Background: an optimization exercise with open tools, aiming at small area and a short achievable clock period. Do not read the settings as production practice. Only simulation tests tie the RTL to the original design; equivalence was not proved. No activity file was given, so power comes from the tool's default toggle rates.

===== flow/config.mk =====
export PLATFORM = sky130hd
export DESIGN_NAME = PelicanMAC
export DESIGN_NICKNAME = PelicanMAC
export VERILOG_FILES = /design/flow/design.v
export SDC_FILE = /design/flow/constraint.sdc
export NUM_CORES = 4
export LEC_CHECK = 0
export CAP_MARGIN = 20
export CORE_MARGIN = 2
export CORE_UTILIZATION = 40
export SLEW_MARGIN = 20

===== flow/constraint.sdc =====
create_clock -name core_clock -period 3.5 [get_ports {clk}]
set_input_delay 0.7000 -clock core_clock [delete_from_list [all_inputs] [get_ports {clk}]]
set_output_delay 0.7000 -clock core_clock [all_outputs]
set_load 0.01 [all_outputs]

===== flow/run.sh =====
#!/bin/bash
# synth_recipe.tcl (not shown) runs the flow's synth.tcl, then flattens the netlist and writes it again
# the make line also repeats each setting of config.mk as NAME=value (left out here)
make -C /OpenROAD-flow-scripts/flow DESIGN_CONFIG=/design/flow/config.mk WORK_HOME=/design/flow/orfs CLKGATE_MAP_FILE= SYNTH_SCRIPT=/design/flow/synth_recipe.tcl finish

===== flow/design.v =====
module XORmessage(a,m,b);
input [127:0] a;
input [127:0] m;
output[127:0] b;
assign b = a ^ m;
endmodule
module GS(a3,a2,a1,a0,sbox_type,
          b3,b2,b1,b0);
input  a3,a2,a1,a0,sbox_type;
output b3,b2,b1,b0;
nand (a0_a2,a0,a2);
xnor (t1,a1,a0_a2);
nand (t1_a3,t1,a3);
xnor (t0,a0,t1_a3);
nor  (t0_t1,t0,t1);
xnor (t2,a2,t0_t1);
xnor (t3,a3,t2);
xnor (s1,t1,t3);
nand (t0_s1,t0,s1);
xnor (s2,t2,t0_s1);
buf  (b3,t0);
buf  (b1,s1);
buf  (b2,s2);
xor  (b0,t3,sbox_type);
endmodule
module SubCells(a0,a1,a2,a3,sbox_type,
                b0,b1,b2,b3);
input [31:0] a0,a1,a2,a3;
input        sbox_type;
output[31:0] b0,b1,b2,b3;
GS u31(a3[31],a2[31],a1[31],a0[31],sbox_type,b3[31],b2[31],b1[31],b0[31]);
GS u30(a3[30],a2[30],a1[30],a0[30],sbox_type,b3[30],b2[30],b1[30],b0[30]);
GS u29(a3[29],a2[29],a1[29],a0[29],sbox_type,b3[29],b2[29],b1[29],b0[29]);
GS u28(a3[28],a2[28],a1[28],a0[28],sbox_type,b3[28],b2[28],b1[28],b0[28]);
GS u27(a3[27],a2[27],a1[27],a0[27],sbox_type,b3[27],b2[27],b1[27],b0[27]);
GS u26(a3[26],a2[26],a1[26],a0[26],sbox_type,b3[26],b2[26],b1[26],b0[26]);
GS u25(a3[25],a2[25],a1[25],a0[25],sbox_type,b3[25],b2[25],b1[25],b0[25]);
GS u24(a3[24],a2[24],a1[24],a0[24],sbox_type,b3[24],b2[24],b1[24],b0[24]);
GS u23(a3[23],a2[23],a1[23],a0[23],sbox_type,b3[23],b2[23],b1[23],b0[23]);
GS u22(a3[22],a2[22],a1[22],a0[22],sbox_type,b3[22],b2[22],b1[22],b0[22]);
GS u21(a3[21],a2[21],a1[21],a0[21],sbox_type,b3[21],b2[21],b1[21],b0[21]);
GS u20(a3[20],a2[20],a1[20],a0[20],sbox_type,b3[20],b2[20],b1[20],b0[20]);
GS u19(a3[19],a2[19],a1[19],a0[19],sbox_type,b3[19],b2[19],b1[19],b0[19]);
GS u18(a3[18],a2[18],a1[18],a0[18],sbox_type,b3[18],b2[18],b1[18],b0[18]);
GS u17(a3[17],a2[17],a1[17],a0[17],sbox_type,b3[17],b2[17],b1[17],b0[17]);
GS u16(a3[16],a2[16],a1[16],a0[16],sbox_type,b3[16],b2[16],b1[16],b0[16]);
GS u15(a3[15],a2[15],a1[15],a0[15],sbox_type,b3[15],b2[15],b1[15],b0[15]);
GS u14(a3[14],a2[14],a1[14],a0[14],sbox_type,b3[14],b2[14],b1[14],b0[14]);
GS u13(a3[13],a2[13],a1[13],a0[13],sbox_type,b3[13],b2[13],b1[13],b0[13]);
GS u12(a3[12],a2[12],a1[12],a0[12],sbox_type,b3[12],b2[12],b1[12],b0[12]);
GS u11(a3[11],a2[11],a1[11],a0[11],sbox_type,b3[11],b2[11],b1[11],b0[11]);
GS u10(a3[10],a2[10],a1[10],a0[10],sbox_type,b3[10],b2[10],b1[10],b0[10]);
GS u09(a3[ 9],a2[ 9],a1[ 9],a0[ 9],sbox_type,b3[ 9],b2[ 9],b1[ 9],b0[ 9]);
GS u08(a3[ 8],a2[ 8],a1[ 8],a0[ 8],sbox_type,b3[ 8],b2[ 8],b1[ 8],b0[ 8]);
GS u07(a3[ 7],a2[ 7],a1[ 7],a0[ 7],sbox_type,b3[ 7],b2[ 7],b1[ 7],b0[ 7]);
GS u06(a3[ 6],a2[ 6],a1[ 6],a0[ 6],sbox_type,b3[ 6],b2[ 6],b1[ 6],b0[ 6]);
GS u05(a3[ 5],a2[ 5],a1[ 5],a0[ 5],sbox_type,b3[ 5],b2[ 5],b1[ 5],b0[ 5]);
GS u04(a3[ 4],a2[ 4],a1[ 4],a0[ 4],sbox_type,b3[ 4],b2[ 4],b1[ 4],b0[ 4]);
GS u03(a3[ 3],a2[ 3],a1[ 3],a0[ 3],sbox_type,b3[ 3],b2[ 3],b1[ 3],b0[ 3]);
GS u02(a3[ 2],a2[ 2],a1[ 2],a0[ 2],sbox_type,b3[ 2],b2[ 2],b1[ 2],b0[ 2]);
GS u01(a3[ 1],a2[ 1],a1[ 1],a0[ 1],sbox_type,b3[ 1],b2[ 1],b1[ 1],b0[ 1]);
GS u00(a3[ 0],a2[ 0],a1[ 0],a0[ 0],sbox_type,b3[ 0],b2[ 0],b1[ 0],b0[ 0]);
endmodule
module PermBits(a0,a1,a2,a3,
                b0,b1,b2,b3);
input [31:0] a0,a1,a2,a3;
output[31:0] b0,b1,b2,b3;
assign b0[0] = a0[0];
assign b0[24] = a0[1];
assign b0[16] = a0[2];
assign b0[8] = a0[3];
assign b0[1] = a0[4];
assign b0[25] = a0[5];
assign b0[17] = a0[6];
assign b0[9] = a0[7];
assign b0[2] = a0[8];
assign b0[26] = a0[9];
assign b0[18] = a0[10];
assign b0[10] = a0[11];
assign b0[3] = a0[12];
assign b0[27] = a0[13];
assign b0[19] = a0[14];
assign b0[11] = a0[15];
assign b0[4] = a0[16];
assign b0[28] = a0[17];
assign b0[20] = a0[18];
assign b0[12] = a0[19];
assign b0[5] = a0[20];
assign b0[29] = a0[21];
assign b0[21] = a0[22];
assign b0[13] = a0[23];
assign b0[6] = a0[24];
assign b0[30] = a0[25];
assign b0[22] = a0[26];
assign b0[14] = a0[27];
assign b0[7] = a0[28];
assign b0[31] = a0[29];
assign b0[23] = a0[30];
assign b0[15] = a0[31];
assign b1[8] = a1[0];
assign b1[0] = a1[1];
assign b1[24] = a1[2];
assign b1[16] = a1[3];
assign b1[9] = a1[4];
assign b1[1] = a1[5];
assign b1[25] = a1[6];
assign b1[17] = a1[7];
assign b1[10] = a1[8];
assign b1[2] = a1[9];
assign b1[26] = a1[10];
assign b1[18] = a1[11];
assign b1[11] = a1[12];
assign b1[3] = a1[13];
assign b1[27] = a1[14];
assign b1[19] = a1[15];
assign b1[12] = a1[16];
assign b1[4] = a1[17];
assign b1[28] = a1[18];
assign b1[20] = a1[19];
assign b1[13] = a1[20];
assign b1[5] = a1[21];
assign b1[29] = a1[22];
assign b1[21] = a1[23];
assign b1[14] = a1[24];
assign b1[6] = a1[25];
assign b1[30] = a1[26];
assign b1[22] = a1[27];
assign b1[15] = a1[28];
assign b1[7] = a1[29];
assign b1[31] = a1[30];
assign b1[23] = a1[31];
assign b2[16] = a2[0];
assign b2[8] = a2[1];
assign b2[0] = a2[2];
assign b2[24] = a2[3];
assign b2[17] = a2[4];
assign b2[9] = a2[5];
assign b2[1] = a2[6];
assign b2[25] = a2[7];
assign b2[18] = a2[8];
assign b2[10] = a2[9];
assign b2[2] = a2[10];
assign b2[26] = a2[11];
assign b2[19] = a2[12];
assign b2[11] = a2[13];
assign b2[3] = a2[14];
assign b2[27] = a2[15];
assign b2[20] = a2[16];
assign b2[12] = a2[17];
assign b2[4] = a2[18];
assign b2[28] = a2[19];
assign b2[21] = a2[20];
assign b2[13] = a2[21];
assign b2[5] = a2[22];
assign b2[29] = a2[23];
assign b2[22] = a2[24];
assign b2[14] = a2[25];
assign b2[6] = a2[26];
assign b2[30] = a2[27];
assign b2[23] = a2[28];
assign b2[15] = a2[29];
assign b2[7] = a2[30];
assign b2[31] = a2[31];
assign b3[24] = a3[0];
assign b3[16] = a3[1];
assign b3[8] = a3[2];
assign b3[0] = a3[3];
assign b3[25] = a3[4];
assign b3[17] = a3[5];
assign b3[9] = a3[6];
assign b3[1] = a3[7];
assign b3[26] = a3[8];
assign b3[18] = a3[9];
assign b3[10] = a3[10];
assign b3[2] = a3[11];
assign b3[27] = a3[12];
assign b3[19] = a3[13];
assign b3[11] = a3[14];
assign b3[3] = a3[15];
assign b3[28] = a3[16];
assign b3[20] = a3[17];
assign b3[12] = a3[18];
assign b3[4] = a3[19];
assign b3[29] = a3[20];
assign b3[21] = a3[21];
assign b3[13] = a3[22];
assign b3[5] = a3[23];
assign b3[30] = a3[24];
assign b3[22] = a3[25];
assign b3[14] = a3[26];
assign b3[6] = a3[27];
assign b3[31] = a3[28];
assign b3[23] = a3[29];
assign b3[15] = a3[30];
assign b3[7] = a3[31];
endmodule
module AddRoundKey(a0,a1,a2,a3,
                   key0,
                   key2,
                   rc,
                   b0,b1,b2,b3);
input [31:0] a0,a1,a2,a3;
input [31:0] key0;
input [31:0] key2;
input [5:0]  rc;
output[31:0] b0,b1,b2,b3;
assign b0 = a0;
assign b1 = a1 ^ key0;
assign b2 = a2 ^ key2;
assign b3[31]   = a3[31] ^ 1'b1;
assign b3[30:6] = a3[30:6];
assign b3[5:0]  = a3[5:0] ^ rc;
endmodule
module RoundFunction(a,
                     key0,
                     key2,
                     rc,
                     sbox_type,
                     b);
input [127:0] a;
input [31:0] key0;
input [31:0] key2;
input [5:0]  rc;
input        sbox_type;
output[127:0] b;
wire [31:0] a0,a1,a2,a3;
wire [31:0] s0,s1,s2,s3;
wire [31:0] p0,p1,p2,p3;
wire [31:0] b0,b1,b2,b3;
assign a0 = {a[124],a[120],a[116],a[112],a[108],a[104],a[100],a[96],a[92],a[88],a[84],a[80],a[76],a[72],a[68],a[64],a[60],a[56],a[52],a[48],a[44],a[40],a[36],a[32],a[28],a[24],a[20],a[16],a[12],a[8],a[4],a[0] };
assign a1 = {a[125],a[121],a[117],a[113],a[109],a[105],a[101],a[97],a[93],a[89],a[85],a[81],a[77],a[73],a[69],a[65],a[61],a[57],a[53],a[49],a[45],a[41],a[37],a[33],a[29],a[25],a[21],a[17],a[13],a[9],a[5],a[1] };
assign a2 = {a[126],a[122],a[118],a[114],a[110],a[106],a[102],a[98],a[94],a[90],a[86],a[82],a[78],a[74],a[70],a[66],a[62],a[58],a[54],a[50],a[46],a[42],a[38],a[34],a[30],a[26],a[22],a[18],a[14],a[10],a[6],a[2]};
assign a3 = {a[127],a[123],a[119],a[115],a[111],a[107],a[103],a[99],a[95],a[91],a[87],a[83],a[79],a[75],a[71],a[67],a[63],a[59],a[55],a[51],a[47],a[43],a[39],a[35],a[31],a[27],a[23],a[19],a[15],a[11],a[7],a[3]};
SubCells sc0(a0,a1,a2,a3,
             sbox_type,
             s0,s1,s2,s3);
PermBits pm0(s0,s1,s2,s3,
             p0,p1,p2,p3);
AddRoundKey ak0(p0,p1,p2,p3,
                key0,
                key2,
                rc,
                b0,b1,b2,b3);
assign b={b3[31],b2[31],b1[31],b0[31],
          b3[30],b2[30],b1[30],b0[30],
          b3[29],b2[29],b1[29],b0[29], 
          b3[28],b2[28],b1[28],b0[28], 
          b3[27],b2[27],b1[27],b0[27], 
          b3[26],b2[26],b1[26],b0[26], 
          b3[25],b2[25],b1[25],b0[25],
          b3[24],b2[24],b1[24],b0[24],
          b3[23],b2[23],b1[23],b0[23],
          b3[22],b2[22],b1[22],b0[22],
          b3[21],b2[21],b1[21],b0[21],
          b3[20],b2[20],b1[20],b0[20],
          b3[19],b2[19],b1[19],b0[19], 
          b3[18],b2[18],b1[18],b0[18], 
          b3[17],b2[17],b1[17],b0[17], 
          b3[16],b2[16],b1[16],b0[16], 
          b3[15],b2[15],b1[15],b0[15],
          b3[14],b2[14],b1[14],b0[14],
          b3[13],b2[13],b1[13],b0[13],
          b3[12],b2[12],b1[12],b0[12],
          b3[11],b2[11],b1[11],b0[11],
          b3[10],b2[10],b1[10],b0[10],
          b3[9] ,b2[9] ,b1[9] ,b0[9] ,
          b3[8] ,b2[8] ,b1[8] ,b0[8] ,
          b3[7] ,b2[7] ,b1[7] ,b0[7] ,
          b3[6] ,b2[6] ,b1[6] ,b0[6] ,
          b3[5] ,b2[5] ,b1[5] ,b0[5] ,
          b3[4] ,b2[4] ,b1[4] ,b0[4] ,
          b3[3] ,b2[3] ,b1[3] ,b0[3] ,
          b3[2] ,b2[2] ,b1[2] ,b0[2] ,
          b3[1] ,b2[1] ,b1[1] ,b0[1] ,
          b3[0] ,b2[0] ,b1[0] ,b0[0] };
endmodule
module LFSR(clk,rst,LFSR_out);
input        clk,rst;
output [5:0] LFSR_out;
reg  [5:0] LFSR_out_r;
wire [5:0] LFSR_out_w;
assign LFSR_out_w[5] = LFSR_out_r[4];
assign LFSR_out_w[4] = LFSR_out_r[3];
assign LFSR_out_w[3] = LFSR_out_r[2];
assign LFSR_out_w[2] = LFSR_out_r[1];
assign LFSR_out_w[1] = LFSR_out_r[0];
assign LFSR_out_w[0] = LFSR_out_r[5] ^ LFSR_out_r[4] ^ 1'b1;
always @(posedge clk) begin
    if(rst) begin
        LFSR_out_r[5] <= 0;
        LFSR_out_r[4] <= 0;
        LFSR_out_r[3] <= 0;
        LFSR_out_r[2] <= 0;
        LFSR_out_r[1] <= 0;
        LFSR_out_r[0] <= 0;
    end
    else begin
        LFSR_out_r[5] <= LFSR_out_w[5];
        LFSR_out_r[4] <= LFSR_out_w[4];
        LFSR_out_r[3] <= LFSR_out_w[3];
        LFSR_out_r[2] <= LFSR_out_w[2];
        LFSR_out_r[1] <= LFSR_out_w[1];
        LFSR_out_r[0] <= LFSR_out_w[0];
    end
end
assign LFSR_out = LFSR_out_w;
endmodule
module KeyUpdate(a,
                 b);
input [127:0] a;
output[127:0] b;
wire [31:0] a0,a1,a2,a3;
wire [31:0] b0,b1,b2,b3;
assign a0 = a[31:0];
assign a1 = a[63:32];
assign a2 = a[95:64];
assign a3 = a[127:96];
assign b3[0] = a0[12];
assign b3[1] = a0[13];
assign b3[2] = a0[14];
assign b3[3] = a0[15];
assign b3[4] = a0[0];
assign b3[5] = a0[1];
assign b3[6] = a0[2];
assign b3[7] = a0[3];
assign b3[8] = a0[4];
assign b3[9] = a0[5];
assign b3[10] = a0[6];
assign b3[11] = a0[7];
assign b3[12] = a0[8];
assign b3[13] = a0[9];
assign b3[14] = a0[10];
assign b3[15] = a0[11];
assign b3[16] = a0[18];
assign b3[17] = a0[19];
assign b3[18] = a0[20];
assign b3[19] = a0[21];
assign b3[20] = a0[22];
assign b3[21] = a0[23];
assign b3[22] = a0[24];
assign b3[23] = a0[25];
assign b3[24] = a0[26];
assign b3[25] = a0[27];
assign b3[26] = a0[28];
assign b3[27] = a0[29];
assign b3[28] = a0[30];
assign b3[29] = a0[31];
assign b3[30] = a0[16];
assign b3[31] = a0[17];
assign b0 = a1;
assign b1 = a2;
assign b2 = a3;
assign b = {b3,b2,b1,b0};
endmodule
module PelicanMAC(clk,rst,
             load_iv,
             load_k,
             load_m,
             din,
             dout,
             done);
input             clk,rst;
input             load_iv;
output reg        load_k;
output reg        load_m;
input     [127:0] din;
output reg[127:0] dout;
output reg        done;
reg [127:0] s;
reg [127:0] k_enc;
reg         sbox_type;
reg  [127:0] xmi;
wire [127:0] xmo;
reg  [127:0] rfi;
wire [127:0] rfo;
reg         rst_lfsr;
wire [5:0]  LFSR_out;
wire [127:0] kuo;
reg [2:0] state;
reg [5:0] cntr,cntr_limit;
reg       cntr_up;
reg [2:0] blok;
reg       blok_up;
always @(posedge clk) begin 
    if(rst) begin
        state <= 3'd4;  
    end
    else begin
        case(state)
        3'd0: state <= (cntr_up) ? 1 : 0;                          
        3'd1: state <= (cntr_up) ? ((blok>3) ? 5 : 3) : 1;  
        3'd2: state <= (cntr_up) ? 3 : 2;                          
        3'd3: state <= (blok_up) ? 0 : 2;                          
        3'd4: state <= 3'd0;                                       
        default: state <= state;                                   
        endcase
    end
end
always @(*) begin
    case(state)
    3'd1   : cntr_limit=39;  
    3'd2   : cntr_limit=25;  
    default: cntr_limit=1;   
    endcase
end
always @(*) begin
    cntr_up = (cntr==cntr_limit);
end
always @(posedge clk) begin
    case(state)
    3'd0,3'd1,3'd2: cntr <= (~cntr_up) ? cntr+1 : 0;
    default       : cntr <= 0; 
    endcase
end
always @(*) begin
    blok_up = (blok==3);
end
always @(posedge clk) begin
    blok <= (rst) ? 0 : blok + (state==3'd3);
end
always @(*) begin 
    load_m = (cntr_up && ~(blok>3) && (state==3'd1 || state==3'd2));
end
always @(*) begin 
    case(state)
    3'd0   : load_k = 1;
    default: load_k = 0;
    endcase
end
always@(*) begin
    done = (state==3'd5);
end
always @(*) begin
    dout <= s;
end
always @(posedge clk) begin
    if(load_iv) begin
        s <= din;
    end
    else begin
        case(state)
        3'd3     : s <= xmo;
        3'd1,3'd2: s <= rfo;
        default  : s <= s;
        endcase
    end
end
always @(posedge clk) begin 
    case(state)
    3'd0   : k_enc <= din;
    default: k_enc <= kuo;
    endcase
end
always @(*) begin
    xmi = s;
    rfi = s;
end
always @(*) begin
    case(state)
    3'd1   : sbox_type = 0;
    default: sbox_type = 1;
    endcase
end
always @(*) begin
    case(state)
    3'd0,3'd3: rst_lfsr = 1;
    default  : rst_lfsr = 0;
    endcase  
end
XORmessage xm0(xmi,
               din,
               xmo);
RoundFunction rf0(rfi,
                  (k_enc[31:0]  & {32{~sbox_type}}),
                  (k_enc[95:64] & {32{~sbox_type}}),
                  LFSR_out,
                  sbox_type,
                  rfo);
LFSR lf0(clk,rst_lfsr,
         LFSR_out);
KeyUpdate ku0(k_enc,
              kuo);
endmodule

==> out/metrics.yaml <==
clock_tree:
  clockBufferDepth: 3
  root_buffer: "clkbuf_16"
  post-cts-setup-buffers: 0
  cts_tree: "done"
  cts.sinks: 274
  cts-buffers-inserted: 31
  h-tree-depth: 1
  clk_latency_ps: 590
  path_clk_slew_ps: 60
synthesis:
  syn_avg_cell_area_um2: 9.01
  synth_area_leaders: "edfxtp_1, dfxtp_1, mux2_2, buf_4, nor3b_1"
  synth-compound-area-share: 0.118
  yosysSeqAreaShare: 0.366
  ys_ff_latch: 274
  yosysTopAreaCell: "edfxtp_1"
  synth.area.mux_share: 0.110
  yosys_warnings: 12
  synth_top_family_by_area: "simple AND/OR/NAND/NOR gates"
  synth_edf_count: 128
  synth_area_um2: 18500
  syn_nets: 2184
  synthFlopType: "dfxtp_1"
  yosysMostFrequentCell: "nand2_1"
  synthAdderAreaFrac: 0.00203
  netlist_instances: 2050
  ys_async_sr_fraction: 0
  synthSimpleGateAreaFrac: 0.260
  synth_common_cells: "nand2_1, mux2_2, o21ai_0"
  synthDistinctLibCells: 54
  synth_xor_area_frac: 0.0526
  yosys.area.top_type_share: 0.208
worst_setup_path:
  path_max_fanout: 12
  required_ps: 2800
  worst-setup-path-type: "reg2out"
  worst-r2r-cell-count: 5
  cp-end-kind: "primary output"
  r2r_setup_slack_ps: 1120
  cp.arrival_ps: 2340
  cp-start-kind: "flop"
sta:
  hold_slack_ps: 455
  drv_slew: 0
  fmax_mhz: 329
  fin_crit_sh: 0.867
  hold_violations: 0
  setup_viol: 0
  finClkSkew_ps: 15.3
  fin_crit_ps: 3040
  relSlewSlack: 0.262
  rsz0062_at_grt: "false"
  worst_pin_slew_ps: 1110
  finalSetupTns_ps: 0
placed_design:
  gp_congestion: 0.833
  portBuffers: 261
  dp_hpwl_mm: 44.9
pwr:
  pwr-share-clk: 0.319
  ir_worst_vdd_mv: 0.370
  p_seq_frac: 0.427
  power_mw: 11.1
  swShare: 0.320
  cellInternalPower_mw: 7.54
  p_comb_frac: 0.254
  net-switching-power_mw: 3.55
  leakagePower_nw: 7.41
  powerDensity_nw_per_um2: 511
drt:
  wl_mm: 65.6
  drc_errors: 0
  vias: 15900
  postRouteAntennaNets: 0
  drt_iter0_markers: 1909
  wire_per_inst_um: 24.0
  viasPerCell: 5.82
  first_pass_iters: 5
global_route:
  grt_pass1_wl_mm: 96.1
  antenna_found_initial: 10
  overflow: 0
  grt_max_degree: 206
  grt_pass1_vias: 14800
  track_usage: 0.266
floorplanning:
  rows: 78
  chipWidth_um: 219
  initial_utilization: 0.406
  pin_count: 262
  die_area_um2: 47900
  die_h_um: 219
  core_um2: 45500
final_layout:
  fillCellCount: 4341
  fin_nets: 2237
  drive_above_1_share: 0.112
  area_growth_pct: 17.4
  fin_util: 0.477
worst_hold_path:
  hp-class: "reg2reg"
  min_path_cells: 1
run:
  max_cap_violations: 0
outcome:
  status: "no timing/DRC/antenna violations"
flip-flops by register name, indices dropped and copies added, names as in the netlist:
| register | count |
|---|---|
| cntr | 6 |
| blok | 3 |
| k_enc | 128 |
| lf0.LFSR_out_r | 6 |
| s | 128 |
| state | 3 |
critical path, stage by stage (launching register included):
cell and delay [ps]:
dfxtp_4 430, or3b_1 440, mux2i_1 160, or2_2 350, nor3_1 150, dlymetal6s2s_1 210
metrics by stage:
| step | worst slack (ps) | instance area [µm²] | std cells |
|---|---|---|---|
| 2_1_floorplan | 298 | 18500 | 2050 |
| 3_3_place_gp | 483 | 20600 | 2670 |
| 3_5_place_dp | 477 | 20600 | 2670 |
| 4_1_cts | 42.5 | 21700 | 2727 |
| 5_1_grt | 352 | 21700 | 2728 |
| 6_report | 465 | 21700 | 2731 |
power by group through the flow:
| stage | registers (mW) | logic, mW | clock network [mW] |
|---|---|---|---|
| 2_1_floorplan | 4.34 | 2.15 | 0 |
| 3_3_place_gp | 4.78 | 2.76 | 0 |
| 3_5_place_dp | 4.79 | 2.80 | 0 |
| 4_1_cts | 4.73 | 2.82 | 3.58 |
| 5_1_grt | 4.81 | 3.05 | 3.69 |
| 6_report | 4.74 | 2.81 | 3.53 |
routing by layer:
metal / wire, µm / global-route usage
met1: 28100 / 0.361
met2: 29500 / 0.417
met3: 5160 / 0.0484
met4: 2760 / 0.110
met5: 88 / 0
path summary, 6_finish.rpt:
check	endpoint	start
worst min-delay path	k_enc[24]	k_enc[56]
worst max-delay path	load_m	state[0]
worst max register to register	s[43]	state[0]
worst min register to register	k_enc[24]	k_enc[56]
final cells by class:
| type | instances | area [µm²] | share of cell area |
|---|---|---|---|
| Clock inverter | 6 | 58.8 | 0.00271 |
| Inverter | 27 | 101 | 0.00467 |
| Multi-Input combinational cell | 1488 | 10100 | 0.464 |
| Sequential cell | 274 | 6770 | 0.312 |
| Clock buffer | 51 | 1040 | 0.0481 |
| Tap cell | 600 | 751 | 0.0346 |
| Timing Repair Buffer | 281 | 2890 | 0.133 |
| Antenna cell | 4 | 10.0 | 0.000461 |
cells by family (layout without fill, tap and decap cells):
logic type                 after synthesis  count (layout)
xor gates and xnor gates               110             110
DFF                                    274             274
AOI/OAI and AO/OA                      331             331
muxes                                  184             184
other                                    0               4
buffers and inverters                  288             365
adders and majority gates                3               3
and+or+nand+nor                        860             860
cell usage in the layout, fill, tap and decap left out, types with 7 or more instances in the layout:
master and n:
and2_1 33, nand4_1 64, buf_12 10, o21a_1 32
a211oi_1 28, inv_1 26, nor2_1 78, or4_1 62
a221oi_1 22, mux2i_1 34, nor2b_1 142, xor2_1 7
o2111ai_1 62, nor3_1 60, clkbuf_8 16, clkdlybuf4s50_1 259
mux2_2 150, xnor2_1 102, a21oi_1 18, o21ai_0 149
edfxtp_1 128, nand3_1 35, clkbuf_16 33, dfxtp_1 144
nor3b_1 133, o211ai_1 8, nand2_1 222, buf_4 10
repair_timing:
item / in CTS / in global routing
hold buffers: 0 / 0
resized for setup: 3 / 1
endpoints found under the setup margin: 1 / 1

## separate check: timing with driven ports
The flow's constraints put no driver on any port. The routed layout listed below was extracted and timed again, unchanged, in two steps.
Step 1 assumes that a clkbuf_16 drives the clock port and a buf_2 every other input.
Step 2, shift: input delay + t, output delay - t, t = (earliest + latest rising clock arrival at the registers) / 2. This alone moves slack from input paths to output paths.
a / b / c = ideal / step 1 / step 2; a / b = the first two.
t (ns): 0.634
slack for setup (ns): 0.465 / 0.411 / 0.977
pins driven straight from the clock port: 1
After both steps this run still meets setup and hold. The setup slack of this run moves by -0.054 ns with the drivers and by +0.512 ns with both steps.
